What follows belongs to an exercise in optimizing a design on an open flow for small area and a short achievable clock period; a production flow would make more cautious choices. Where RTL was checked, it was by simulation tests only, not by an equivalence proof against the original. Power figures rest on the tool's default switching activity, not on a simulated workload.

==> flow/design.v (excerpt) <==
module fpu16_top(
    input         aclk,
    input  [15:0] a,
    input  [15:0] b,
    input         a_valid,
    input         b_valid,
    output [15:0] add_result,
    output        add_valid,
    output [15:0] sub_result,
    output        sub_valid,
    output [15:0] mul_result,
    output        mul_valid,
    output [7:0]  cmp_result,
    output        cmp_valid
    );
Size: ~2400 cells after synthesis, ~95 I/O pins, about 20000 um2 of cells after synthesis.
==> flow/config.mk <==
export PLATFORM = sky130hd
export DESIGN_NAME = fpu16_top
export DESIGN_NICKNAME = fpu16_top
export VERILOG_FILES = /design/flow/design.v
export SDC_FILE = /design/flow/constraint.sdc
export NUM_CORES = 4
export LEC_CHECK = 0
export ABC_AREA = 1
export CAP_MARGIN = 20
export CORE_MARGIN = 2
export CORE_UTILIZATION = 60
export CTS_CLUSTER_DIAMETER = 100
export CTS_CLUSTER_SIZE = 30
export SETUP_SLACK_MARGIN = 5.0
export SLEW_MARGIN = 20
==> flow/constraint.sdc <==
create_clock -name core_clock -period 8.0 [get_ports {aclk}]
set_input_delay 1.6000 -clock core_clock [delete_from_list [all_inputs] [get_ports {aclk}]]
set_output_delay 1.6000 -clock core_clock [all_outputs]
set_load 0.01 [all_outputs]
standard.sh (not shown) runs the stock make flow with config.mk's settings and CLKGATE_MAP_FILE= SYNTH_SCRIPT=/design/flow/synth_recipe.tcl, a recipe that flattens the netlist after the stock synthesis.
==> flow/flow/run.sh <==
#!/bin/bash
# The standard layout, with buf_2 cells as the port buffers and setup repair
# aimed at a 2.64 ns period (slack margin 5.36 ns at the 8 ns clock).
set -euo pipefail
bash standard.sh SETUP_SLACK_MARGIN=5.39 "BUFFER_PORTS_ARGS=-buffer_cell sky130_fd_sc_hd__buf_2" finish > standard.log 2>&1
The baseline finished clean.
Edit:
==> flow/flow/run.sh (replaced) <==
#!/bin/bash
# The standard layout, with buf_2 cells as the port buffers and setup repair
# aimed at a 2.64 ns period (slack margin 5.36 ns at the 8 ns clock).
set -euo pipefail
bash standard.sh SETUP_SLACK_MARGIN=5.33 "BUFFER_PORTS_ARGS=-buffer_cell sky130_fd_sc_hd__buf_2" finish > standard.log 2>&1
=> Critical path depth came out higher by 2; non-clock buffer count came out lower by 9; setup slack degrades by 0.031 ns; wire length came out lower by 1.3%; worst hold slack barely changes.
Function was not checked in any run of this note: the RTL went through the layout flow alone.

========
Another version of the RTL of fpu16_top (not shown whole).
For scale: about 290 flip-flops, roughly 0.020 sq mm of cells after synthesis.
Settings: LEC_CHECK=0, CAP_MARGIN=20, CORE_MARGIN=2, CORE_UTILIZATION=40, SLEW_MARGIN=20; clock period 8.0 ns.
run.sh (not shown) runs the stock make flow with config.mk's settings and CLKGATE_MAP_FILE= SYNTH_SCRIPT=/design/flow/synth_recipe.tcl, a recipe that flattens the netlist after the stock synthesis.
Stock flow here: none of the scripts above is used.
Edit:
Settings changed: SETUP_SLACK_MARGIN set to 4.5.
After rerunning:
- The new run passed the timing, design-rule and antenna checks
- worst setup slack gets better by 680 ps
- synthesized cell count stays the same
- core utilization increases by 11 points
- wire length went up by about a fifth
- critical path depth stays the same

========
Setup of v24:
Another version of the RTL of fpu16_top (not shown whole).
Size: ~410 flip-flops, about 95 I/O pins, about 20000 um2 of cells after synthesis.
export LEC_CHECK = 0
export ABC_AREA = 1
export CAP_MARGIN = 20
export CORE_MARGIN = 2
export CORE_UTILIZATION = 60
export CTS_CLUSTER_DIAMETER = 100
export CTS_CLUSTER_SIZE = 30
export PLACE_DENSITY = 0.75
export SETUP_SLACK_MARGIN = 5.0
export SLEW_MARGIN = 20
create_clock -name core_clock -period 8.0 [get_ports {aclk}]
standard.sh (not shown) runs the stock make flow with config.mk's settings and CLKGATE_MAP_FILE= SYNTH_SCRIPT=/design/flow/synth_recipe.tcl, a recipe that flattens the netlist after the stock synthesis.
==> flow/flow/run.sh <==
#!/bin/bash
# The standard layout, with buf_2 cells as the port buffers and setup repair
# aimed at a 2.64 ns period (slack margin 5.36 ns at the 8 ns clock).
set -euo pipefail
bash standard.sh SETUP_SLACK_MARGIN=5.36 "BUFFER_PORTS_ARGS=-buffer_cell sky130_fd_sc_hd__buf_2" finish > standard.log 2>&1
v24 | status: complete | timing, DRC, antenna: pass
--- input diff v24..v28 ---
# v24
export LEC_CHECK = 0
export ABC_AREA = 1
export CAP_MARGIN = 20
export CORE_MARGIN = 2
export CORE_UTILIZATION = 60
export CTS_CLUSTER_DIAMETER = 100
export CTS_CLUSTER_SIZE = 30
export PLACE_DENSITY = 0.75
export SETUP_SLACK_MARGIN = 5.0
export SLEW_MARGIN = 20
create_clock -name core_clock -period 8.0 [get_ports {aclk}]
# v28
export LEC_CHECK = 0
export ABC_AREA = 1
export CAP_MARGIN = 20
export CORE_MARGIN = 2
export CORE_UTILIZATION = 60
export CTS_CLUSTER_DIAMETER = 100
export CTS_CLUSTER_SIZE = 30
export SETUP_SLACK_MARGIN = 5.0
export SLEW_MARGIN = 20
create_clock -name core_clock -period 8.0 [get_ports {aclk}]
## What came out
Going from v24 to v28, net switching component of the power grew slightly.
The lower via count came out of v28.
Compared with v24, v28 shows a sequential share of cell area that is 0.17 points lower.

re-timing with driven ports:
How much do the figures lean on ideal ports? The routed layouts below were timed once more, with nothing changed but the port constraints.
Step 1 assumes that a clkbuf_16 drives the clock port and a buf_2 every other input.
Step 2 moves the port delays by t, midway between the first and last clock arrival at a register: inputs arrive t later, outputs are due t later. That takes back most of the time a late clock gives input paths.
Three values: ideal ports, drivers, drivers and shift; two values: the first two.
run | t, ns | setup slack, ns | worst register clock-pin slew, ns | worst data-port slew with drivers (ns) | pins driven straight from the clock port
the first run of note 1 | 0.568 | 5.400 / 5.373 / 4.925 | 0.11 / 0.11 | 0.03 | 1
the second run of note 1 | 0.566 | 5.369 / 5.339 / 4.949 | 0.11 / 0.11 | 0.03 | 1
the first run of note 2 | 0.633 | 0.514 / 0.514 / 0.514 | 0.07 / 0.07 | 0.03 | 1
the second run of note 2 | 0.606 | 1.190 / 1.190 / 1.190 | 0.07 / 0.07 | 0.05 | 1
v24 | 0.575 | 5.405 / 5.354 / 4.871 | 0.11 / 0.11 | 0.03 | 1
v28 | 0.568 | 5.412 / 5.362 / 4.951 | 0.11 / 0.11 | 0.03 | 1
After both steps setup and hold are still met in every run listed. The setup slack of v24, which loses most, moves by -0.051 ns with the drivers and by -0.534 ns with both steps.
